This design comes from an exercise in tuning for small area and a short achievable clock period on the open sky130 flow, not from production work.
The RTL of this run was laid out without a check of its function.
Power figures rest on the tool's default switching activity, not on a simulated workload.

### flow/design.v
module FPM(A, B, SUM, clk);
  input [31:0] A, B;
  input clk;
  output [31:0] SUM;
  wire       s0_sgn = A[31] ^ B[31];
  wire [7:0] s0_exp = A[30:23] + B[30:23] + 8'h81;
  wire [24:0] q = {1'b1, B[22:0], 1'b0};
  wire [11:0] s0_one, s0_two, s0_neg;
  genvar gi, gj;
  generate for (gi = 0; gi < 12; gi = gi + 1) begin : enc
    assign s0_one[gi] = q[2*gi+1] ^ q[2*gi];
    assign s0_two[gi] = (q[2*gi+2] & ~q[2*gi+1] & ~q[2*gi]) | (~q[2*gi+2] & q[2*gi+1] & q[2*gi]);
    assign s0_neg[gi] = q[2*gi+2] & ~(q[2*gi+1] & q[2*gi]);
  end endgenerate
  reg [22:0] r1_a;
  reg [11:0] r1_one, r1_two, r1_neg;
  reg        r1_sgn;
  reg [7:0]  r1_exp;
  always @(posedge clk) begin
    r1_a <= A[22:0]; r1_one <= s0_one; r1_two <= s0_two; r1_neg <= s0_neg;
    r1_sgn <= s0_sgn; r1_exp <= s0_exp;
  end
  wire [11:0] one = r1_one, two = r1_two, neg = r1_neg;
  wire [24:0] m = {1'b1, r1_a[22:0], 1'b0};   
  wire [24:0] pp [0:11];
  generate for (gi = 0; gi < 12; gi = gi + 1) begin : rw
    for (gj = 0; gj < 25; gj = gj + 1) begin : cl
      if (gj == 24)
        assign pp[gi][gj] = two[gi] ^ neg[gi];
      else
        assign pp[gi][gj] = ((one[gi] & m[gj+1]) | (two[gi] & m[gj])) ^ neg[gi];
    end
  end endgenerate
  wire n1 = ~neg[0];
  wire n2 = ~neg[1];
  wire n3 = ~neg[2];
  wire n4 = ~neg[3];
  wire n5 = ~neg[4];
  wire n6 = ~neg[5];
  wire n7 = ~neg[6];
  wire n8 = ~neg[7];
  wire n9 = ~neg[8];
  wire n10 = ~neg[9];
  wire n11 = ~neg[10];
  wire n12 = ~neg[11];
  wire n13, n14;
  fpm_fa un13 (neg[1], pp[0][2], pp[1][0], n13, n14);
  wire n15, n16;
  fpm_fa un15 (neg[2], pp[0][4], pp[1][2], n15, n16);
  wire n17, n18;
  fpm_fa un17 (pp[0][5], pp[1][3], pp[2][1], n17, n18);
  wire n19, n20;
  fpm_fa un19 (neg[3], pp[0][6], pp[1][4], n19, n20);
  wire n21, n22;
  fpm_fa un21 (pp[0][7], pp[1][5], pp[2][3], n21, n22);
  wire n23, n24;
  fpm_fa un23 (neg[4], pp[0][8], pp[1][6], n23, n24);
  wire n25, n26;
  fpm_fa un25 (pp[2][4], pp[3][2], pp[4][0], n25, n26);
  wire n27, n28;
  fpm_fa un27 (pp[0][9], pp[1][7], pp[2][5], n27, n28);
  wire n29, n30;
  fpm_fa un29 (neg[5], pp[0][10], pp[1][8], n29, n30);
  wire n31, n32;
  fpm_fa un31 (pp[2][6], pp[3][4], pp[4][2], n31, n32);
  wire n33, n34;
  fpm_fa un33 (pp[0][11], pp[1][9], pp[2][7], n33, n34);
  wire n35, n36;
  fpm_fa un35 (pp[3][5], pp[4][3], pp[5][1], n35, n36);
  wire n37, n38;
  fpm_fa un37 (neg[6], pp[0][12], pp[1][10], n37, n38);
  wire n39, n40;
  fpm_fa un39 (pp[2][8], pp[3][6], pp[4][4], n39, n40);
  wire n41, n42;
  fpm_fa un41 (pp[0][13], pp[1][11], pp[2][9], n41, n42);
  wire n43, n44;
  fpm_fa un43 (pp[3][7], pp[4][5], pp[5][3], n43, n44);
  wire n45, n46;
  fpm_fa un45 (neg[7], pp[0][14], pp[1][12], n45, n46);
  wire n47, n48;
  fpm_fa un47 (pp[2][10], pp[3][8], pp[4][6], n47, n48);
  wire n49, n50;
  fpm_fa un49 (pp[5][4], pp[6][2], pp[7][0], n49, n50);
  wire n51, n52;
  fpm_fa un51 (pp[0][15], pp[1][13], pp[2][11], n51, n52);
  wire n53, n54;
  fpm_fa un53 (pp[3][9], pp[4][7], pp[5][5], n53, n54);
  wire n55, n56;
  fpm_fa un55 (neg[8], pp[0][16], pp[1][14], n55, n56);
  wire n57, n58;
  fpm_fa un57 (pp[2][12], pp[3][10], pp[4][8], n57, n58);
  wire n59, n60;
  fpm_fa un59 (pp[5][6], pp[6][4], pp[7][2], n59, n60);
  wire n61, n62;
  fpm_fa un61 (pp[0][17], pp[1][15], pp[2][13], n61, n62);
  wire n63, n64;
  fpm_fa un63 (pp[3][11], pp[4][9], pp[5][7], n63, n64);
  wire n65, n66;
  fpm_fa un65 (pp[6][5], pp[7][3], pp[8][1], n65, n66);
  wire n67, n68;
  fpm_fa un67 (neg[9], pp[0][18], pp[1][16], n67, n68);
  wire n69, n70;
  fpm_fa un69 (pp[2][14], pp[3][12], pp[4][10], n69, n70);
  wire n71, n72;
  fpm_fa un71 (pp[5][8], pp[6][6], pp[7][4], n71, n72);
  wire n73, n74;
  fpm_fa un73 (pp[0][19], pp[1][17], pp[2][15], n73, n74);
  wire n75, n76;
  fpm_fa un75 (pp[3][13], pp[4][11], pp[5][9], n75, n76);
  wire n77, n78;
  fpm_fa un77 (pp[6][7], pp[7][5], pp[8][3], n77, n78);
  wire n79, n80;
  fpm_fa un79 (neg[10], pp[0][20], pp[1][18], n79, n80);
  wire n81, n82;
  fpm_fa un81 (pp[2][16], pp[3][14], pp[4][12], n81, n82);
  wire n83, n84;
  fpm_fa un83 (pp[5][10], pp[6][8], pp[7][6], n83, n84);
  wire n85, n86;
  fpm_fa un85 (pp[8][4], pp[9][2], pp[10][0], n85, n86);
  wire n87, n88;
  fpm_fa un87 (pp[0][21], pp[1][19], pp[2][17], n87, n88);
  wire n89, n90;
  fpm_fa un89 (pp[3][15], pp[4][13], pp[5][11], n89, n90);
  wire n91, n92;
  fpm_fa un91 (pp[6][9], pp[7][7], pp[8][5], n91, n92);
  wire n93, n94;
  fpm_fa un93 (neg[11], pp[0][22], pp[1][20], n93, n94);
  wire n95, n96;
  fpm_fa un95 (pp[2][18], pp[3][16], pp[4][14], n95, n96);
  wire n97, n98;
  fpm_fa un97 (pp[5][12], pp[6][10], pp[7][8], n97, n98);
  wire n99, n100;
  fpm_fa un99 (pp[8][6], pp[9][4], pp[10][2], n99, n100);
  wire n101, n102;
  fpm_fa un101 (pp[0][23], pp[1][21], pp[2][19], n101, n102);
  wire n103, n104;
  fpm_fa un103 (pp[3][17], pp[4][15], pp[5][13], n103, n104);
  wire n105, n106;
  fpm_fa un105 (pp[6][11], pp[7][9], pp[8][7], n105, n106);
  wire n107, n108;
  fpm_fa un107 (pp[9][5], pp[10][3], pp[11][1], n107, n108);
  wire n109, n110;
  fpm_fa un109 (r1_a[0], pp[0][24], pp[1][22], n109, n110);
  wire n111, n112;
  fpm_fa un111 (pp[2][20], pp[3][18], pp[4][16], n111, n112);
  wire n113, n114;
  fpm_fa un113 (pp[5][14], pp[6][12], pp[7][10], n113, n114);
  wire n115, n116;
  fpm_fa un115 (pp[8][8], pp[9][6], pp[10][4], n115, n116);
  wire n117, n118;
  fpm_fa un117 (r1_a[1], 1'b1, n1, n117, n118);
  wire n119, n120;
  fpm_fa un119 (pp[1][23], pp[2][21], pp[3][19], n119, n120);
  wire n121, n122;
  fpm_fa un121 (pp[4][17], pp[5][15], pp[6][13], n121, n122);
  wire n123, n124;
  fpm_fa un123 (pp[7][11], pp[8][9], pp[9][7], n123, n124);
  wire n125, n126;
  fpm_fa un125 (r1_a[2], 1'b1, pp[1][24], n125, n126);
  wire n127, n128;
  fpm_fa un127 (pp[2][22], pp[3][20], pp[4][18], n127, n128);
  wire n129, n130;
  fpm_fa un129 (pp[5][16], pp[6][14], pp[7][12], n129, n130);
  wire n131, n132;
  fpm_fa un131 (pp[8][10], pp[9][8], pp[10][6], n131, n132);
  wire n133, n134;
  fpm_fa un133 (r1_a[3], n2, pp[2][23], n133, n134);
  wire n135, n136;
  fpm_fa un135 (pp[3][21], pp[4][19], pp[5][17], n135, n136);
  wire n137, n138;
  fpm_fa un137 (pp[6][15], pp[7][13], pp[8][11], n137, n138);
  wire n139, n140;
  fpm_fa un139 (pp[9][9], pp[10][7], pp[11][5], n139, n140);
  wire n141, n142;
  fpm_fa un141 (r1_a[4], 1'b1, pp[2][24], n141, n142);
  wire n143, n144;
  fpm_fa un143 (pp[3][22], pp[4][20], pp[5][18], n143, n144);
  wire n145, n146;
  fpm_fa un145 (pp[6][16], pp[7][14], pp[8][12], n145, n146);
  wire n147, n148;
  fpm_fa un147 (pp[9][10], pp[10][8], pp[11][6], n147, n148);
  wire n149, n150;
  fpm_fa un149 (r1_a[5], n3, pp[3][23], n149, n150);
  wire n151, n152;
  fpm_fa un151 (pp[4][21], pp[5][19], pp[6][17], n151, n152);
  wire n153, n154;
  fpm_fa un153 (pp[7][15], pp[8][13], pp[9][11], n153, n154);
  wire n155, n156;
  fpm_fa un155 (r1_a[6], 1'b1, pp[3][24], n155, n156);
  wire n157, n158;
  fpm_fa un157 (pp[4][22], pp[5][20], pp[6][18], n157, n158);
  wire n159, n160;
  fpm_fa un159 (pp[7][16], pp[8][14], pp[9][12], n159, n160);
  wire n161, n162;
  fpm_fa un161 (r1_a[7], n4, pp[4][23], n161, n162);
  wire n163, n164;
  fpm_fa un163 (pp[5][21], pp[6][19], pp[7][17], n163, n164);
  wire n165, n166;
  fpm_fa un165 (pp[8][15], pp[9][13], pp[10][11], n165, n166);
  wire n167, n168;
  fpm_fa un167 (r1_a[8], 1'b1, pp[4][24], n167, n168);
  wire n169, n170;
  fpm_fa un169 (pp[5][22], pp[6][20], pp[7][18], n169, n170);
  wire n171, n172;
  fpm_fa un171 (pp[8][16], pp[9][14], pp[10][12], n171, n172);
  wire n173, n174;
  fpm_fa un173 (r1_a[9], n5, pp[5][23], n173, n174);
  wire n175, n176;
  fpm_fa un175 (pp[6][21], pp[7][19], pp[8][17], n175, n176);
  wire n177, n178;
  fpm_fa un177 (pp[9][15], pp[10][13], pp[11][11], n177, n178);
  wire n179, n180;
  fpm_fa un179 (r1_a[10], 1'b1, pp[5][24], n179, n180);
  wire n181, n182;
  fpm_fa un181 (pp[6][22], pp[7][20], pp[8][18], n181, n182);
  wire n183, n184;
  fpm_fa un183 (pp[9][16], pp[10][14], pp[11][12], n183, n184);
  wire n185, n186;
  fpm_fa un185 (r1_a[11], n6, pp[6][23], n185, n186);
  wire n187, n188;
  fpm_fa un187 (pp[7][21], pp[8][19], pp[9][17], n187, n188);
  wire n189, n190;
  fpm_fa un189 (r1_a[12], 1'b1, pp[6][24], n189, n190);
  wire n191, n192;
  fpm_fa un191 (pp[7][22], pp[8][20], pp[9][18], n191, n192);
  wire n193, n194;
  fpm_fa un193 (r1_a[13], n7, pp[7][23], n193, n194);
  wire n195, n196;
  fpm_fa un195 (pp[8][21], pp[9][19], pp[10][17], n195, n196);
  wire n197, n198;
  fpm_fa un197 (r1_a[14], 1'b1, pp[7][24], n197, n198);
  wire n199, n200;
  fpm_fa un199 (pp[8][22], pp[9][20], pp[10][18], n199, n200);
  wire n201, n202;
  fpm_fa un201 (r1_a[15], n8, pp[8][23], n201, n202);
  wire n203, n204;
  fpm_fa un203 (pp[9][21], pp[10][19], pp[11][17], n203, n204);
  wire n205, n206;
  fpm_fa un205 (r1_a[16], 1'b1, pp[8][24], n205, n206);
  wire n207, n208;
  fpm_fa un207 (pp[9][22], pp[10][20], pp[11][18], n207, n208);
  wire n209, n210;
  fpm_fa un209 (r1_a[17], n9, pp[9][23], n209, n210);
  wire n211, n212;
  fpm_fa un211 (r1_a[18], 1'b1, pp[9][24], n211, n212);
  wire n213, n214;
  fpm_fa un213 (r1_a[19], n10, pp[10][23], n213, n214);
  wire n215, n216;
  fpm_fa un215 (r1_a[20], 1'b1, pp[10][24], n215, n216);
  wire n217, n218;
  fpm_fa un217 (r1_a[21], n11, pp[11][23], n217, n218);
  wire n219, n220;
  fpm_fa un219 (r1_a[22], 1'b1, pp[11][24], n219, n220);
  wire n221, n222;
  fpm_fa un221 (pp[0][3], pp[1][1], n14, n221, n222);
  wire n223, n224;
  fpm_fa un223 (pp[2][2], pp[3][0], n18, n223, n224);
  wire n225, n226;
  fpm_fa un225 (pp[3][1], n20, n21, n225, n226);
  wire n227, n228;
  fpm_fa un227 (n22, n23, n25, n227, n228);
  wire n229, n230;
  fpm_fa un229 (pp[3][3], pp[4][1], n24, n229, n230);
  wire n231, n232;
  fpm_fa un231 (pp[5][0], n28, n29, n231, n232);
  wire n233, n234;
  fpm_fa un233 (n30, n32, n33, n233, n234);
  wire n235, n236;
  fpm_fa un235 (pp[5][2], pp[6][0], n34, n235, n236);
  wire n237, n238;
  fpm_fa un237 (n36, n37, n39, n237, n238);
  wire n239, n240;
  fpm_fa un239 (pp[6][1], n38, n40, n239, n240);
  wire n241, n242;
  fpm_fa un241 (n42, n44, n45, n241, n242);
  wire n243, n244;
  fpm_fa un243 (pp[6][3], pp[7][1], n46, n243, n244);
  wire n245, n246;
  fpm_fa un245 (n48, n50, n51, n245, n246);
  wire n247, n248;
  fpm_fa un247 (pp[8][0], n52, n54, n247, n248);
  wire n249, n250;
  fpm_fa un249 (n55, n57, n59, n249, n250);
  wire n251, n252;
  fpm_fa un251 (n56, n58, n60, n251, n252);
  wire n253, n254;
  fpm_fa un253 (n61, n63, n65, n253, n254);
  wire n255, n256;
  fpm_fa un255 (pp[8][2], pp[9][0], n62, n255, n256);
  wire n257, n258;
  fpm_fa un257 (n64, n66, n67, n257, n258);
  wire n259, n260;
  fpm_fa un259 (pp[9][1], n68, n70, n259, n260);
  wire n261, n262;
  fpm_fa un261 (n72, n73, n75, n261, n262);
  wire n263, n264;
  fpm_fa un263 (n74, n76, n78, n263, n264);
  wire n265, n266;
  fpm_fa un265 (n79, n81, n83, n265, n266);
  wire n267, n268;
  fpm_fa un267 (pp[9][3], pp[10][1], n80, n267, n268);
  wire n269, n270;
  fpm_fa un269 (n82, n84, n86, n269, n270);
  wire n271, n272;
  fpm_fa un271 (n87, n89, n91, n271, n272);
  wire n273, n274;
  fpm_fa un273 (pp[11][0], n88, n90, n273, n274);
  wire n275, n276;
  fpm_fa un275 (n92, n93, n95, n275, n276);
  wire n277, n278;
  fpm_fa un277 (n94, n96, n98, n277, n278);
  wire n279, n280;
  fpm_fa un279 (n100, n101, n103, n279, n280);
  wire n281, n282;
  fpm_fa un281 (pp[11][2], n102, n104, n281, n282);
  wire n283, n284;
  fpm_fa un283 (n106, n108, n109, n283, n284);
  wire n285, n286;
  fpm_fa un285 (n111, n113, n115, n285, n286);
  wire n287, n288;
  fpm_fa un287 (pp[10][5], pp[11][3], n117, n287, n288);
  wire n289, n290;
  fpm_fa un289 (n110, n112, n114, n289, n290);
  wire n291, n292;
  fpm_fa un291 (n116, n119, n121, n291, n292);
  wire n293, n294;
  fpm_fa un293 (pp[11][4], n118, n120, n293, n294);
  wire n295, n296;
  fpm_fa un295 (n122, n124, n125, n295, n296);
  wire n297, n298;
  fpm_fa un297 (n127, n129, n131, n297, n298);
  wire n299, n300;
  fpm_fa un299 (n126, n128, n130, n299, n300);
  wire n301, n302;
  fpm_fa un301 (n132, n133, n135, n301, n302);
  wire n303, n304;
  fpm_fa un303 (n134, n136, n138, n303, n304);
  wire n305, n306;
  fpm_fa un305 (n140, n141, n143, n305, n306);
  wire n307, n308;
  fpm_fa un307 (pp[10][9], pp[11][7], n142, n307, n308);
  wire n309, n310;
  fpm_fa un309 (n144, n146, n148, n309, n310);
  wire n311, n312;
  fpm_fa un311 (n149, n151, n153, n311, n312);
  wire n313, n314;
  fpm_fa un313 (pp[10][10], pp[11][8], n150, n313, n314);
  wire n315, n316;
  fpm_fa un315 (n152, n154, n155, n315, n316);
  wire n317, n318;
  fpm_fa un317 (pp[11][9], n156, n158, n317, n318);
  wire n319, n320;
  fpm_fa un319 (n160, n161, n163, n319, n320);
  wire n321, n322;
  fpm_fa un321 (pp[11][10], n162, n164, n321, n322);
  wire n323, n324;
  fpm_fa un323 (n166, n167, n169, n323, n324);
  wire n325, n326;
  fpm_fa un325 (n168, n170, n172, n325, n326);
  wire n327, n328;
  fpm_fa un327 (n173, n175, n177, n327, n328);
  wire n329, n330;
  fpm_fa un329 (n174, n176, n178, n329, n330);
  wire n331, n332;
  fpm_fa un331 (n179, n181, n183, n331, n332);
  wire n333, n334;
  fpm_fa un333 (pp[10][15], pp[11][13], n180, n333, n334);
  wire n335, n336;
  fpm_fa un335 (n182, n184, n185, n335, n336);
  wire n337, n338;
  fpm_fa un337 (pp[10][16], pp[11][14], n186, n337, n338);
  wire n339, n340;
  fpm_fa un339 (n188, n189, n191, n339, n340);
  wire n341, n342;
  fpm_fa un341 (pp[11][15], n190, n192, n341, n342);
  wire n343, n344;
  fpm_fa un343 (pp[11][16], n194, n196, n343, n344);
  wire n345, n346;
  fpm_fa un345 (n198, n200, n201, n345, n346);
  wire n347, n348;
  fpm_fa un347 (n202, n204, n205, n347, n348);
  wire n349, n350;
  fpm_fa un349 (pp[10][21], pp[11][19], n206, n349, n350);
  wire n351, n352;
  fpm_fa un351 (pp[10][22], pp[11][20], n210, n351, n352);
  wire n353, n354;
  fpm_fa un353 (pp[11][21], n212, n213, n353, n354);
  wire n355, n356;
  fpm_fa un355 (pp[11][22], n214, n215, n355, n356);
  wire n357, n358;
  fpm_fa un357 (1'b1, n12, n220, n357, n358);
  wire n359 = neg[0] & pp[0][0];
  wire n360 = neg[0] | pp[0][0];
  wire n361 = 1'b0 | (pp[0][1] & n359);
  reg [183:0] r2_m;
  reg        r2_sgn;
  reg [7:0]  r2_exp;
  always @(posedge clk) begin
    r2_m <= {n357, n219, n218, n356, n217, n216, n355, n354, n353, n352, n351, n350, n211, n348, n349, n209, n208, n347, n346, n207, n345, n344, n203, n343, n342, n199, n197, n340, n341, n338, n195, n193, n339, n336, n337, n334, n335, n332, n333, n330, n187, n331, n328, n329, n326, n327, n324, n325, n322, n323, n320, n321, n318, n171, n319, n316, n317, n314, n165, n315, n312, n313, n310, n308, n159, n157, n311, n306, n309, n307, n304, n305, n302, n303, n300, n147, n145, n301, n298, n296, n299, n294, n139, n137, n297, n295, n292, n293, n290, n288, n291, n286, n284, n289, n282, n287, n123, n285, n283, n280, n281, n278, n279, n276, n277, n274, n107, n105, n275, n272, n273, n270, n268, n99, n97, n271, n266, n269, n267, n264, n265, n262, n263, n260, n85, n261, n258, n259, n256, n77, n257, n254, n255, n252, n71, n69, n253, n250, n251, n248, n249, n246, n247, n244, n245, n242, n243, n53, n241, n240, n49, n47, n238, n239, n236, n43, n41, n237, n234, n235, n233, n232, n35, n231, n230, n31, n228, n229, n27, n26, n227, n226, n225, n224, n223, n19, n17, n16, n222, n15, pp[2][0], n221, n13, n361};
    r2_sgn <= r1_sgn; r2_exp <= r1_exp;
  end
  wire n363, n364;
  fpm_fa un363 (r2_m[3], r2_m[4], r2_m[5], n363, n364);
  wire n365, n366;
  fpm_fa un365 (r2_m[14], r2_m[15], r2_m[16], n365, n366);
  wire n367, n368;
  fpm_fa un367 (r2_m[18], r2_m[19], r2_m[20], n367, n368);
  wire n369, n370;
  fpm_fa un369 (r2_m[21], r2_m[22], r2_m[23], n369, n370);
  wire n371, n372;
  fpm_fa un371 (r2_m[24], r2_m[25], r2_m[26], n371, n372);
  wire n373, n374;
  fpm_fa un373 (r2_m[27], r2_m[28], r2_m[29], n373, n374);
  wire n375, n376;
  fpm_fa un375 (r2_m[32], r2_m[33], r2_m[34], n375, n376);
  wire n377, n378;
  fpm_fa un377 (r2_m[36], r2_m[37], r2_m[38], n377, n378);
  wire n379, n380;
  fpm_fa un379 (r2_m[40], r2_m[41], r2_m[42], n379, n380);
  wire n381, n382;
  fpm_fa un381 (r2_m[44], r2_m[45], r2_m[46], n381, n382);
  wire n383, n384;
  fpm_fa un383 (r2_m[48], r2_m[49], r2_m[50], n383, n384);
  wire n385, n386;
  fpm_fa un385 (r2_m[51], r2_m[52], r2_m[53], n385, n386);
  wire n387, n388;
  fpm_fa un387 (r2_m[54], r2_m[55], r2_m[56], n387, n388);
  wire n389, n390;
  fpm_fa un389 (r2_m[59], r2_m[60], r2_m[61], n389, n390);
  wire n391, n392;
  fpm_fa un391 (r2_m[64], r2_m[65], r2_m[66], n391, n392);
  wire n393, n394;
  fpm_fa un393 (r2_m[69], r2_m[70], r2_m[71], n393, n394);
  wire n395, n396;
  fpm_fa un395 (r2_m[72], r2_m[73], r2_m[74], n395, n396);
  wire n397, n398;
  fpm_fa un397 (r2_m[76], r2_m[77], r2_m[78], n397, n398);
  wire n399, n400;
  fpm_fa un399 (r2_m[79], r2_m[80], r2_m[81], n399, n400);
  wire n401, n402;
  fpm_fa un401 (r2_m[82], r2_m[83], r2_m[84], n401, n402);
  wire n403, n404;
  fpm_fa un403 (r2_m[87], r2_m[88], r2_m[89], n403, n404);
  wire n405, n406;
  fpm_fa un405 (r2_m[90], r2_m[91], r2_m[92], n405, n406);
  wire n407, n408;
  fpm_fa un407 (r2_m[94], r2_m[95], r2_m[96], n407, n408);
  wire n409, n410;
  fpm_fa un409 (r2_m[97], r2_m[98], r2_m[99], n409, n410);
  wire n411, n412;
  fpm_fa un411 (r2_m[100], r2_m[101], r2_m[102], n411, n412);
  wire n413, n414;
  fpm_fa un413 (r2_m[103], r2_m[104], r2_m[105], n413, n414);
  wire n415, n416;
  fpm_fa un415 (r2_m[107], r2_m[108], r2_m[109], n415, n416);
  wire n417, n418;
  fpm_fa un417 (r2_m[110], r2_m[111], r2_m[112], n417, n418);
  wire n419, n420;
  fpm_fa un419 (r2_m[113], r2_m[114], r2_m[115], n419, n420);
  wire n421, n422;
  fpm_fa un421 (r2_m[118], r2_m[119], r2_m[120], n421, n422);
  wire n423, n424;
  fpm_fa un423 (r2_m[121], r2_m[122], r2_m[123], n423, n424);
  wire n425, n426;
  fpm_fa un425 (r2_m[125], r2_m[126], r2_m[127], n425, n426);
  wire n427, n428;
  fpm_fa un427 (r2_m[130], r2_m[131], r2_m[132], n427, n428);
  wire n429, n430;
  fpm_fa un429 (r2_m[135], r2_m[136], r2_m[137], n429, n430);
  wire n431, n432;
  fpm_fa un431 (r2_m[139], r2_m[140], r2_m[141], n431, n432);
  wire n433, n434;
  fpm_fa un433 (r2_m[143], r2_m[144], r2_m[145], n433, n434);
  wire n435, n436;
  fpm_fa un435 (r2_m[148], r2_m[149], r2_m[150], n435, n436);
  wire n437, n438;
  fpm_fa un437 (r2_m[152], r2_m[153], r2_m[154], n437, n438);
  wire n439, n440;
  fpm_fa un439 (r2_m[157], r2_m[158], r2_m[159], n439, n440);
  wire n441, n442;
  fpm_fa un441 (r2_m[161], r2_m[162], r2_m[163], n441, n442);
  wire n443, n444;
  fpm_fa un443 (r2_m[164], r2_m[165], r2_m[166], n443, n444);
  wire n445, n446;
  fpm_fa un445 (r2_m[167], r2_m[168], r2_m[169], n445, n446);
  wire n447, n448;
  fpm_fa un447 (r2_m[171], r2_m[172], r2_m[173], n447, n448);
  wire n449, n450;
  fpm_fa un449 (r2_m[178], r2_m[179], r2_m[180], n449, n450);
  wire n451, n452;
  fpm_fa un451 (r2_m[6], r2_m[7], n364, n451, n452);
  wire n453, n454;
  fpm_fa un453 (r2_m[30], r2_m[31], n372, n453, n454);
  wire n455, n456;
  fpm_fa un455 (r2_m[35], n374, n375, n455, n456);
  wire n457, n458;
  fpm_fa un457 (r2_m[39], n376, n377, n457, n458);
  wire n459, n460;
  fpm_fa un459 (r2_m[43], n378, n379, n459, n460);
  wire n461, n462;
  fpm_fa un461 (r2_m[47], n380, n381, n461, n462);
  wire n463, n464;
  fpm_fa un463 (n382, n383, n385, n463, n464);
  wire n465, n466;
  fpm_fa un465 (r2_m[57], r2_m[58], n384, n465, n466);
  wire n467, n468;
  fpm_fa un467 (r2_m[62], r2_m[63], n388, n467, n468);
  wire n469, n470;
  fpm_fa un469 (r2_m[67], r2_m[68], n390, n469, n470);
  wire n471, n472;
  fpm_fa un471 (r2_m[75], n392, n393, n471, n472);
  wire n473, n474;
  fpm_fa un473 (n394, n396, n397, n473, n474);
  wire n475, n476;
  fpm_fa un475 (r2_m[85], r2_m[86], n398, n475, n476);
  wire n477, n478;
  fpm_fa un477 (r2_m[93], n402, n403, n477, n478);
  wire n479, n480;
  fpm_fa un479 (n404, n406, n407, n479, n480);
  wire n481, n482;
  fpm_fa un481 (r2_m[106], n408, n410, n481, n482);
  wire n483, n484;
  fpm_fa un483 (n412, n414, n415, n483, n484);
  wire n485, n486;
  fpm_fa un485 (r2_m[116], r2_m[117], n416, n485, n486);
  wire n487, n488;
  fpm_fa un487 (r2_m[124], n420, n421, n487, n488);
  wire n489, n490;
  fpm_fa un489 (r2_m[128], r2_m[129], n422, n489, n490);
  wire n491, n492;
  fpm_fa un491 (r2_m[133], r2_m[134], n426, n491, n492);
  wire n493, n494;
  fpm_fa un493 (r2_m[138], n428, n429, n493, n494);
  wire n495, n496;
  fpm_fa un495 (r2_m[142], n430, n431, n495, n496);
  wire n497, n498;
  fpm_fa un497 (r2_m[146], r2_m[147], n432, n497, n498);
  wire n499, n500;
  fpm_fa un499 (r2_m[151], n434, n435, n499, n500);
  wire n501, n502;
  fpm_fa un501 (r2_m[155], r2_m[156], n436, n501, n502);
  wire n503, n504;
  fpm_fa un503 (r2_m[160], n438, n439, n503, n504);
  wire n505, n506;
  fpm_fa un505 (r2_m[170], n444, n445, n505, n506);
  wire n507, n508;
  fpm_fa un507 (r2_m[174], r2_m[175], n448, n507, n508);
  wire n509, n510;
  fpm_fa un509 (r2_m[181], r2_m[182], n450, n509, n510);
  wire n511, n512;
  fpm_fa un511 (r2_m[8], r2_m[9], n452, n511, n512);
  wire n513, n514;
  fpm_fa un513 (n386, n387, n465, n513, n514);
  wire n515, n516;
  fpm_fa un515 (n389, n466, n467, n515, n516);
  wire n517, n518;
  fpm_fa un517 (n391, n468, n469, n517, n518);
  wire n519, n520;
  fpm_fa un519 (n395, n470, n471, n519, n520);
  wire n521, n522;
  fpm_fa un521 (n399, n472, n473, n521, n522);
  wire n523, n524;
  fpm_fa un523 (n400, n401, n475, n523, n524);
  wire n525, n526;
  fpm_fa un525 (n405, n476, n477, n525, n526);
  wire n527, n528;
  fpm_fa un527 (n409, n478, n479, n527, n528);
  wire n529, n530;
  fpm_fa un529 (n411, n413, n481, n529, n530);
  wire n531, n532;
  fpm_fa un531 (n417, n482, n483, n531, n532);
  wire n533, n534;
  fpm_fa un533 (n418, n419, n485, n533, n534);
  wire n535, n536;
  fpm_fa un535 (n423, n486, n487, n535, n536);
  wire n537, n538;
  fpm_fa un537 (n424, n425, n489, n537, n538);
  wire n539, n540;
  fpm_fa un539 (n427, n490, n491, n539, n540);
  wire n541, n542;
  fpm_fa un541 (n433, n497, n496, n541, n542);
  wire n543, n544;
  fpm_fa un543 (n437, n501, n500, n543, n544);
  wire n545, n546;
  fpm_fa un545 (n440, n441, n504, n545, n546);
  wire n547, n548;
  fpm_fa un547 (n446, n447, n506, n547, n548);
  wire n549, n550;
  fpm_fa un549 (r2_m[176], r2_m[177], n508, n549, n550);
  wire n551 = r2_m[0] & r2_m[1];
  wire n552 = r2_m[0] | r2_m[1];
  wire n553 = 1'b0 | (r2_m[2] & n551);
  wire n555 = 1'b0 | (n363 & n553);
  reg [86:0] r3_m;
  reg        r3_sgn;
  reg [7:0]  r3_exp;
  always @(posedge clk) begin
    r3_m <= {n510, r2_m[183], n509, n550, n449, n549, n548, n507, n547, n505, n546, n443, n442, n545, n544, n503, n502, n543, n542, n499, n498, n541, n495, n494, n540, n493, n492, n539, n538, n536, n537, n488, n535, n534, n532, n533, n484, n531, n530, n528, n529, n480, n527, n526, n525, n524, n522, n523, n474, n521, n520, n519, n518, n517, n516, n515, n514, n513, n464, n463, n462, n461, n460, n459, n458, n457, n456, n455, n454, n453, n373, n371, n370, n369, n368, n367, n366, n365, r2_m[17], r2_m[13], r2_m[12], n512, r2_m[11], r2_m[10], n511, n555, n451};
    r3_sgn <= r2_sgn; r3_exp <= r2_exp;
  end
  wire n557, n558;
  fpm_fa un557 (r3_m[3], r3_m[4], r3_m[5], n557, n558);
  wire n559, n560;
  fpm_ha hn559 (r3_m[6], r3_m[7], n559, n560);
  wire n561, n562;
  fpm_ha hn561 (r3_m[8], r3_m[9], n561, n562);
  wire n563, n564;
  fpm_ha hn563 (r3_m[10], r3_m[11], n563, n564);
  wire n565, n566;
  fpm_ha hn565 (r3_m[12], r3_m[13], n565, n566);
  wire n567, n568;
  fpm_ha hn567 (r3_m[14], r3_m[15], n567, n568);
  wire n569, n570;
  fpm_ha hn569 (r3_m[16], r3_m[17], n569, n570);
  wire n571, n572;
  fpm_ha hn571 (r3_m[18], r3_m[19], n571, n572);
  wire n573, n574;
  fpm_ha hn573 (r3_m[20], r3_m[21], n573, n574);
  wire n575, n576;
  fpm_ha hn575 (r3_m[22], r3_m[23], n575, n576);
  wire n577, n578;
  fpm_ha hn577 (r3_m[24], r3_m[25], n577, n578);
  wire n579, n580;
  fpm_ha hn579 (r3_m[26], r3_m[27], n579, n580);
  wire n581, n582;
  fpm_ha hn581 (r3_m[28], r3_m[29], n581, n582);
  wire n583, n584;
  fpm_ha hn583 (r3_m[30], r3_m[31], n583, n584);
  wire n585, n586;
  fpm_ha hn585 (r3_m[32], r3_m[33], n585, n586);
  wire n587, n588;
  fpm_ha hn587 (r3_m[34], r3_m[35], n587, n588);
  wire n589, n590;
  fpm_ha hn589 (r3_m[36], r3_m[37], n589, n590);
  wire n591, n592;
  fpm_fa un591 (r3_m[38], r3_m[39], r3_m[40], n591, n592);
  wire n593, n594;
  fpm_ha hn593 (r3_m[41], r3_m[42], n593, n594);
  wire n595, n596;
  fpm_ha hn595 (r3_m[43], r3_m[44], n595, n596);
  wire n597, n598;
  fpm_fa un597 (r3_m[45], r3_m[46], r3_m[47], n597, n598);
  wire n599, n600;
  fpm_ha hn599 (r3_m[48], r3_m[49], n599, n600);
  wire n601, n602;
  fpm_fa un601 (r3_m[50], r3_m[51], r3_m[52], n601, n602);
  wire n603, n604;
  fpm_ha hn603 (r3_m[53], r3_m[54], n603, n604);
  wire n605, n606;
  fpm_fa un605 (r3_m[55], r3_m[56], r3_m[57], n605, n606);
  wire n607, n608;
  fpm_ha hn607 (r3_m[58], r3_m[59], n607, n608);
  wire n609, n610;
  fpm_fa un609 (r3_m[60], r3_m[61], r3_m[62], n609, n610);
  wire n611, n612;
  fpm_ha hn611 (r3_m[63], r3_m[64], n611, n612);
  wire n613, n614;
  fpm_fa un613 (r3_m[66], r3_m[67], r3_m[68], n613, n614);
  wire n615, n616;
  fpm_fa un615 (r3_m[70], r3_m[71], r3_m[72], n615, n616);
  wire n617, n618;
  fpm_fa un617 (r3_m[74], r3_m[75], r3_m[76], n617, n618);
  wire n619 = r3_m[0] & r3_m[1];
  wire n620 = r3_m[0] | r3_m[1];
  wire n621 = 1'b0 | (r3_m[2] & n619);
  wire n623 = n621 & n557;
  wire n624 = n621 | n557;
  wire n625 = n559 & n558;
  wire n626 = n559 | n558;
  wire n627 = n625 | (n626 & n623);
  wire n629, n630;
  fpm_fa un629 (n560, n561, n627, n629, n630);
  wire n631, n632;
  fpm_ha hn631 (n562, n563, n631, n632);
  wire n633, n634;
  fpm_ha hn633 (n564, n565, n633, n634);
  wire n635, n636;
  fpm_ha hn635 (n566, n567, n635, n636);
  wire n637, n638;
  fpm_ha hn637 (n568, n569, n637, n638);
  wire n639, n640;
  fpm_ha hn639 (n570, n571, n639, n640);
  wire n641, n642;
  fpm_ha hn641 (n572, n573, n641, n642);
  wire n643, n644;
  fpm_ha hn643 (n574, n575, n643, n644);
  wire n645, n646;
  fpm_ha hn645 (n576, n577, n645, n646);
  wire n647, n648;
  fpm_ha hn647 (n578, n579, n647, n648);
  wire n649, n650;
  fpm_ha hn649 (n580, n581, n649, n650);
  wire n651, n652;
  fpm_ha hn651 (n582, n583, n651, n652);
  wire n653, n654;
  fpm_ha hn653 (n584, n585, n653, n654);
  wire n655, n656;
  fpm_ha hn655 (n586, n587, n655, n656);
  wire n657, n658;
  fpm_ha hn657 (n588, n589, n657, n658);
  wire n659, n660;
  fpm_ha hn659 (n590, n591, n659, n660);
  wire n661, n662;
  fpm_ha hn661 (n593, n592, n661, n662);
  wire n663, n664;
  fpm_ha hn663 (n594, n595, n663, n664);
  wire n665, n666;
  fpm_ha hn665 (n596, n597, n665, n666);
  wire n667, n668;
  fpm_ha hn667 (n599, n598, n667, n668);
  wire n669, n670;
  fpm_ha hn669 (n600, n601, n669, n670);
  wire n671, n672;
  fpm_ha hn671 (n603, n602, n671, n672);
  wire n673, n674;
  fpm_ha hn673 (n604, n605, n673, n674);
  wire n675, n676;
  fpm_ha hn675 (n607, n606, n675, n676);
  wire n677, n678;
  fpm_ha hn677 (n608, n609, n677, n678);
  wire n679, n680;
  fpm_ha hn679 (n611, n610, n679, n680);
  wire n681, n682;
  fpm_ha hn681 (r3_m[65], n612, n681, n682);
  reg [71:0] r4_m;
  reg        r4_sgn;
  reg [7:0]  r4_exp;
  always @(posedge clk) begin
    r4_m <= {r3_m[86], r3_m[85], r3_m[84], r3_m[83], r3_m[82], r3_m[81], r3_m[80], r3_m[79], r3_m[78], n618, r3_m[77], n617, n616, r3_m[73], n615, n614, r3_m[69], n682, n613, n680, n681, n678, n679, n676, n677, n674, n675, n672, n673, n670, n671, n668, n669, n666, n667, n664, n665, n662, n663, n660, n661, n658, n659, n656, n657, n654, n655, n652, n653, n650, n651, n648, n649, n646, n647, n644, n645, n642, n643, n640, n641, n638, n639, n636, n637, n634, n635, n632, n633, n630, n631, n629};
    r4_sgn <= r3_sgn; r4_exp <= r3_exp;
  end
  wire [47:0] n683 = {r4_m[70], r4_m[69], r4_m[67], r4_m[66], r4_m[64], r4_m[63], r4_m[61], r4_m[60], r4_m[58], r4_m[57], r4_m[55], r4_m[53], r4_m[51], r4_m[49], r4_m[47], r4_m[45], r4_m[43], r4_m[41], r4_m[39], r4_m[37], r4_m[35], r4_m[33], r4_m[31], r4_m[29], r4_m[27], r4_m[25], r4_m[23], r4_m[21], r4_m[19], r4_m[17], r4_m[15], r4_m[13], r4_m[11], r4_m[9], r4_m[7], r4_m[5], r4_m[3], r4_m[1], r4_m[0], 1'b0, 1'b0, 1'b0, 1'b0, 1'b0, 1'b0, 1'b0, 1'b0, 1'b0};
  wire [47:0] n684 = {r4_m[71], 1'b0, r4_m[68], 1'b0, r4_m[65], 1'b0, r4_m[62], 1'b0, r4_m[59], 1'b0, r4_m[56], r4_m[54], r4_m[52], r4_m[50], r4_m[48], r4_m[46], r4_m[44], r4_m[42], r4_m[40], r4_m[38], r4_m[36], r4_m[34], r4_m[32], r4_m[30], r4_m[28], r4_m[26], r4_m[24], r4_m[22], r4_m[20], r4_m[18], r4_m[16], r4_m[14], r4_m[12], r4_m[10], r4_m[8], r4_m[6], r4_m[4], r4_m[2], 1'b0, 1'b0, 1'b0, 1'b0, 1'b0, 1'b0, 1'b0, 1'b0, 1'b0, 1'b0};
  wire [6:0] n685 = {1'b0, n683[14:9]} + {1'b0, n684[14:9]};
  wire [8:0] n686 = {1'b0, n683[22:15]} + {1'b0, n684[22:15]};
  wire [6:0] n687 = {1'b0, n683[28:23]} + {1'b0, n684[28:23]};
  wire [6:0] n688 = {1'b0, n683[34:29]} + {1'b0, n684[34:29]};
  wire [6:0] n689 = {1'b0, n683[40:35]} + {1'b0, n684[40:35]};
  wire [7:0] n690 = {1'b0, n683[47:41]} + {1'b0, n684[47:41]};
  reg r5_lg0;
  reg r5_lg1;
  reg r5_lp1;
  reg [5:0] r5_us0;
  reg r5_ug0;
  reg r5_up0;
  reg [5:0] r5_us1;
  reg r5_ug1;
  reg r5_up1;
  reg [5:0] r5_us2;
  reg r5_ug2;
  reg r5_up2;
  reg [6:0] r5_us3;
  reg r5_ug3;
  reg r5_up3;
  reg        r5_sgn;
  reg [7:0]  r5_exp;
  always @(posedge clk) begin
    r5_lg0 <= n685[6];
    r5_lg1 <= n686[8];
    r5_lp1 <= &(n683[22:15] | n684[22:15]);
    r5_us0 <= n687[5:0];
    r5_ug0 <= n687[6];
    r5_up0 <= &(n683[28:23] | n684[28:23]);
    r5_us1 <= n688[5:0];
    r5_ug1 <= n688[6];
    r5_up1 <= &(n683[34:29] | n684[34:29]);
    r5_us2 <= n689[5:0];
    r5_ug2 <= n689[6];
    r5_up2 <= &(n683[40:35] | n684[40:35]);
    r5_us3 <= n690[6:0];
    r5_ug3 <= n690[7];
    r5_up3 <= &(n683[47:41] | n684[47:41]);
    r5_sgn <= r4_sgn; r5_exp <= r4_exp;
  end
  wire n691 = r5_lg1 | (r5_lp1 & r5_lg0);
  wire [5:0] n692;
  assign n692[0] = 1'b1;
  assign n692[1] = &r5_us0[0:0];
  assign n692[2] = &r5_us0[1:0];
  assign n692[3] = &r5_us0[2:0];
  assign n692[4] = &r5_us0[3:0];
  assign n692[5] = &r5_us0[4:0];
  wire [5:0] n693 = r5_us0 ^ ({6{n691}} & n692);
  wire n694 = r5_ug0 | (r5_up0 & n691);
  wire [5:0] n695;
  assign n695[0] = 1'b1;
  assign n695[1] = &r5_us1[0:0];
  assign n695[2] = &r5_us1[1:0];
  assign n695[3] = &r5_us1[2:0];
  assign n695[4] = &r5_us1[3:0];
  assign n695[5] = &r5_us1[4:0];
  wire [5:0] n696 = r5_us1 ^ ({6{n694}} & n695);
  wire n697 = r5_ug1 | (r5_up1 & n694);
  wire [5:0] n698;
  assign n698[0] = 1'b1;
  assign n698[1] = &r5_us2[0:0];
  assign n698[2] = &r5_us2[1:0];
  assign n698[3] = &r5_us2[2:0];
  assign n698[4] = &r5_us2[3:0];
  assign n698[5] = &r5_us2[4:0];
  wire [5:0] n699 = r5_us2 ^ ({6{n697}} & n698);
  wire n700 = r5_ug2 | (r5_up2 & n697);
  wire [6:0] n701;
  assign n701[0] = 1'b1;
  assign n701[1] = &r5_us3[0:0];
  assign n701[2] = &r5_us3[1:0];
  assign n701[3] = &r5_us3[2:0];
  assign n701[4] = &r5_us3[3:0];
  assign n701[5] = &r5_us3[4:0];
  assign n701[6] = &r5_us3[5:0];
  wire [6:0] n702 = r5_us3 ^ ({7{n700}} & n701);
  wire n703 = r5_ug3 | (r5_up3 & n700);
  wire [24:0] n704 = {n702, n699, n696, n693};
  reg [24:0] r6_p;
  reg        r6_sgn;
  reg [7:0]  r6_exp;
  always @(posedge clk) begin
    r6_p <= n704;
    r6_sgn <= r5_sgn; r6_exp <= r5_exp;
  end
  wire [31:0] n705 = {r6_sgn, r6_exp + {7'd0, r6_p[24]}, r6_p[24] ? r6_p[23:1] : r6_p[22:0]};
  reg [31:0] r7_o;
  always @(posedge clk) r7_o <= n705;
  reg [31:0] r8_o;
  always @(posedge clk) r8_o <= r7_o;
  reg [31:0] r9_o;
  always @(posedge clk) r9_o <= r8_o;
  reg [31:0] r10_o;
  always @(posedge clk) r10_o <= r9_o;
  assign SUM = r10_o;
endmodule
module fpm_fa(a, b, c, s, co);
  input a, b, c;
  output s, co;
  assign s = a ^ b ^ c;
  assign co = (a & b) | (a & c) | (b & c);
endmodule
module fpm_ha(a, b, s, co);
  input a, b;
  output s, co;
  assign s = a ^ b;
  assign co = a & b;
endmodule
### flow/run.sh
#!/bin/bash
# synth_recipe.tcl (not shown) runs the flow's synth.tcl, then flattens the netlist and writes it again
# the make line also repeats each setting of config.mk as NAME=value (left out here)
make -C /OpenROAD-flow-scripts/flow DESIGN_CONFIG=/design/flow/config.mk WORK_HOME=/design/flow/orfs CLKGATE_MAP_FILE= SYNTH_SCRIPT=/design/flow/synth_recipe.tcl finish
### flow/config.mk
export PLATFORM = sky130hd
export DESIGN_NAME = FPM
export DESIGN_NICKNAME = FPM
export VERILOG_FILES = /design/flow/design.v
export SDC_FILE = /design/flow/constraint.sdc
export NUM_CORES = 4
export LEC_CHECK = 0
export CAP_MARGIN = 20
export CORE_MARGIN = 2
export CORE_UTILIZATION = 55
export SETUP_SLACK_MARGIN = 0.9
export SLEW_MARGIN = 20
export SYNTH_HIERARCHICAL = 1
export SYNTH_MINIMUM_KEEP_SIZE = 0
### flow/constraint.sdc
create_clock -name core_clock -period 3.0 [get_ports {clk}]
set_input_delay 0.6000 -clock core_clock [delete_from_list [all_inputs] [get_ports {clk}]]
set_output_delay 0.6000 -clock core_clock [all_outputs]
set_load 0.01 [all_outputs]
==> run notes <==
The cell area after synthesis came out at 27300 µm². Sequential elements use 47.2% of the synthesized area. The clock tree buffer depth came out at 3. The number of levels the H-tree was split into is 3.

The cell with the biggest individual delay on the critical path is sky130_fd_sc_hd__fa_1. The final setup TNS is 0 ns. The sink count of the clock tree came out at 642. The source-to-sink clock delay at the later pin of the worst-skew pair came out at 0.60 ns.

The routed length per placed instance came out at 21.5 µm. The region available for standard cell placement spans 49000 µm². The x dimension of the die is 227 µm. Along the worst path, the maximum fanout reaches 27. The length of the first detailed-routing pass in iterations is 7.

The area enclosed by the die boundary is 51400 µm². The wire-length estimate of the detail-placed layout is 39000 µm. The cell that appears most often on the critical path is sky130_fd_sc_hd__fa_1. The global-route wire length before repair came out at 95800 µm. The category of the worst setup path capture point is a register. Once the floorplan was initialized, standard cells occupied 55.7% of the core. Synthesis handed over a netlist of 2065 instances.

For this run, the number of Yosys warnings is 7. The initial antenna violation count came to 0. The critical path goes through clkbuf_8 -> xor2_1 -> fa_1 -> fa_1. The I/O pin count is 97. The clock transition at the registers of the reported paths came out at 0.06 ns.

The number of core rows came out at 81. STA puts the critical path data required time at 3.45 ns. The headroom to the max-slew limit is 38.7%. The area fraction of the dominant cell type after synthesis came out at 47.2%. IR analysis of the VDD net gives a maximum drop of 0.600 mV. On the worst path, the slowest cell contributes a delay of 0.52 ns.

The total congestion overflow after global routing came out at 0. The number of fill cells in the layout came out at 3651. The number of max-cap violations came out at 0.

The instance area at placement is 29100 µm². The number of buffers created by CTS is 67. The post-synthesis to final-layout area growth is 18.3%. The number of port buffers is 96.

The vertical die dimension came out at 227 µm. The largest net degree at the start of global routing is 28. The final estimated routing congestion in global placement is 0.819. Setup repair after global routing could not meet its margin everywhere.

For this block, the via count after detailed routing is 15735. The combined global-route utilization of all metal layers is 25.0%. The max-slew violation count is 0.

The per-cell via count in the routed design came out at 5.43. The path class of the lowest-slack min-delay path is reg2reg. The analysis attributes to cell leakage a power of 13.1 nW. The flip-flop and latch count after synthesis came out at 642. TritonCTS built the clock tree. The biggest area contributor in the post-synthesis netlist is sky130_fd_sc_hd__dfxtp_1. In this run the clock root is driven by a sky130_fd_sc_hd__clkbuf_16. Wires add up to 62300 µm. The worst endpoint data arrival time is 2.53 ns. The final layout net count came out at 2659.

The average instance in the mapped netlist occupies 13.2 µm². The worst clock skew came out at 0.0131 ns. The number of global-route vias before repair is 17034. STA classifies the critical path startpoint as a register. The power per unit of standard cell area is 1030 nW/µm². The final critical path takes up 69.3% of the cycle. Static timing analysis puts the maximum clock frequency at 0.481 GHz. Among cell families on the critical path, the largest total delay comes from adder cells. The share of layout cells above drive strength 1 came out at 10.8%. The total count of hold-check failures in the final report came out at 0. The number of nets with antenna violations after detailed routing is 0. The post-route DRC violation count came out at 0. The final non-filler cell area is 32200 µm². The number of unique standard cell types used by synthesis is 41. The worst setup path is of the reg2reg kind. The run finished with no timing, DRC or antenna violations. For the pin with the worst max-slew slack, the measured transition is 0.909 ns. The post-layout minimum cycle time came out at 2.08 ns. The number of setup violations in the final report is 0. The number of design-rule violations left by the first detailed-router iteration is 1342. The number of buffers and inverters on the critical path is 1.

In the post-synthesis netlist, the biggest area contributors are sky130_fd_sc_hd__dfxtp_1, sky130_fd_sc_hd__fa_1, sky130_fd_sc_hd__xnor2_1.
==> modules after synthesis, one instance, submodules excluded <==
| module | copies in the design | flops+latches |
|---|---|---|
| fpm_fa | 277 | 0 |
| FPM | 1 | 642 |
| fpm_ha | 48 | 0 |
==> layout by cell type (no fill, tap or decap), drive strengths merged, types with 7 or more instances in the layout <==
cell | netlist | final
clkbuf | 95 | 100
a22oi | 263 | 263
nand2 | 23 | 23
ha | 133 | 133
clkinv | 0 | 16
a21oi | 31 | 31
dfxtp | 642 | 642
nand2b | 11 | 11
nor2b | 14 | 14
nand3 | 8 | 8
buf | 37 | 64
conb | 1 | 13
mux2 | 23 | 23
fa | 281 | 281
o21ai | 19 | 19
inv | 69 | 73
a21o | 11 | 11
dlymetal6s2s | 0 | 8
nand3b | 9 | 9
xor2 | 32 | 32
clkdlybuf4s50 | 0 | 84
xnor2 | 318 | 318
bufinv | 0 | 7
==> metal layers <==
metal | part of all wire (%) | GRT usage, %
met5 | 0 | 0
met1 | 43 | 32.9
met2 | 46 | 39.0
met3 | 9.2 | 7.66
met4 | 2.3 | 9.23
==> area by class of cell <==
cell class / instances / area [µm²] / area share [%]
Multi-Input combinational cell: 1234 / 13700 / 42.6
Sequential cell: 642 / 12900 / 39.9
Timing Repair Buffer: 166 / 2160 / 6.71
Clock buffer: 94 / 1980 / 6.15
Tap cell: 664 / 831 / 2.58
Clock inverter: 30 / 395 / 1.23
Inverter: 69 / 259 / 0.803
Antenna cell: 1 / 2.50 / 0.00776
==> synthesized netlist by cell type <==
library cell and instances:
sky130_fd_sc_hd__nand4_1 6, sky130_fd_sc_hd__xnor2_1 318, sky130_fd_sc_hd__a21oi_1 30, sky130_fd_sc_hd__and4_4 1, sky130_fd_sc_hd__nand3b_1 9, sky130_fd_sc_hd__or3_1 1
sky130_fd_sc_hd__and2_1 4, sky130_fd_sc_hd__conb_1 1, sky130_fd_sc_hd__buf_2 37, sky130_fd_sc_hd__o21ai_0 18, sky130_fd_sc_hd__xor2_1 32, sky130_fd_sc_hd__inv_1 68
sky130_fd_sc_hd__a31oi_1 3, sky130_fd_sc_hd__a211oi_1 1, sky130_fd_sc_hd__o21a_1 2, sky130_fd_sc_hd__nand4bb_1 1, sky130_fd_sc_hd__nor2b_1 14, sky130_fd_sc_hd__o211ai_1 1
sky130_fd_sc_hd__or4_1 2, sky130_fd_sc_hd__clkbuf_1 95, sky130_fd_sc_hd__nor3_1 3, sky130_fd_sc_hd__ha_1 133, sky130_fd_sc_hd__mux2_2 23, sky130_fd_sc_hd__a21o_1 10
sky130_fd_sc_hd__and3_1 3, sky130_fd_sc_hd__a31o_2 2, sky130_fd_sc_hd__o21ai_2 1, sky130_fd_sc_hd__maj3_1 1, sky130_fd_sc_hd__dfxtp_1 642, sky130_fd_sc_hd__o21bai_1 4
sky130_fd_sc_hd__fa_1 281, sky130_fd_sc_hd__nand2_1 23, sky130_fd_sc_hd__nor2_1 5, sky130_fd_sc_hd__a21o_4 1, sky130_fd_sc_hd__a21oi_4 1, sky130_fd_sc_hd__nor4_1 2
sky130_fd_sc_hd__nand2b_1 11, sky130_fd_sc_hd__a22oi_1 263, sky130_fd_sc_hd__nand3_1 8, sky130_fd_sc_hd__and4_1 3, sky130_fd_sc_hd__inv_2 1
==> worst paths after layout <==
| kind | startpoint | to | slack (ns) | cells past startpoint |
|---|---|---|---|---|
| max | r1_neg[4] | r2_m[134] | 0.92 | 4 |
| min | r3_m[78] | r4_m[63] | 0.32 | 0 |
| max reg2reg | r1_neg[4] | r2_m[134] | 0.92 | 4 |
| min reg2reg | r3_m[78] | r4_m[63] | 0.32 | 0 |
==> timing repair <==
action,in CTS,in global routing
resized for setup,59,109
endpoints found under the hold margin,0,0
cloned,0,5
pin swaps,0,18
hold buffers,0,0
endpoints found under the setup margin,72,68
setup buffers,0,0
==> registers in the layout, summed over array words and instances, names as in the netlist, 12 cells and up <==
| name | count |
|---|---|
| r10_o | 32 |
| r1_a | 23 |
| r1_neg | 12 |
| r1_one | 12 |
| r1_two | 12 |
| r2_m | 184 |
| r3_m | 87 |
| r4_m | 71 |
| r6_p | 25 |
| r7_o | 32 |
| r8_o | 32 |
| r9_o | 32 |
==> cell families (layout without fill, tap and decap cells) <==
| family | Yosys count | in the layout | share of synthesized area, % |
|---|---|---|---|
| flops | 642 | 642 | 47.2 |
| fa+ha+maj | 415 | 415 | 26.8 |
| xor+xnor | 350 | 350 | 11.2 |
| compound gates | 337 | 337 | 8.90 |
| buf+inv | 201 | 359 | 2.94 |
| simple gates | 96 | 96 | 2.01 |
| mux | 23 | 23 | 0.950 |
| other cells | 1 | 14 | 0.0138 |
==> worst reg2reg max path, cell delays in order (launching register included) <==
cell and delay [ns]:
sky130_fd_sc_hd__dfxtp_1 0.32, sky130_fd_sc_hd__clkbuf_8 0.33, sky130_fd_sc_hd__xor2_1 0.29, sky130_fd_sc_hd__fa_1 0.48, sky130_fd_sc_hd__fa_1 0.52
==> power breakdown <==
part / internal [W] / leakage [nW] / switching (W)
combinational: 0.00510 / 6.50 / 0.00530
sequential: 0.0125 / 5.41 / 0.00166
clock: 0.00527 / 1.17 / 0.00337
==> stage by stage <==
stage	worst slack, ns	hold slack, ns	instances	power [W]	util [%]
2_1_floorplan	0.899	0.310	2077	0.0207	-
3_3_place_gp	0.397	0.310	2770	0.0244	59.5
3_5_place_dp	0.394	0.312	2770	0.0247	59.5
4_1_cts	0.870	0.320	2894	0.0336	64.8
5_1_grt	0.874	0.313	2899	0.0359	65.9
6_report	0.922	0.321	2900	0.0332	65.9

==> what the ideal ports hide <==
The flow's constraints put no driver on any port. The routed layout listed below was extracted and timed again, unchanged, in two steps.
Step 1 (the two cells are an assumption about what drives the block):
set clk [get_ports {clk}]
set_driving_cell -lib_cell sky130_fd_sc_hd__clkbuf_16 $clk
set_driving_cell -lib_cell sky130_fd_sc_hd__buf_2 [delete_from_list [all_inputs] $clk]
Step 2, shift: input delay + t, output delay - t, t = (earliest + latest rising clock arrival at the registers) / 2. This alone moves slack from input paths to output paths.
Slacks: ideal / step 1 / step 2; pairs: ideal / step 1.
t, ns: 0.650
setup slack, ns: 0.922 / 0.899 / 0.400
worst setup path after step 2: input to register
After both steps setup and hold are still met in this run. The setup slack of this run moves by -0.023 ns with the drivers and by -0.522 ns with both steps.
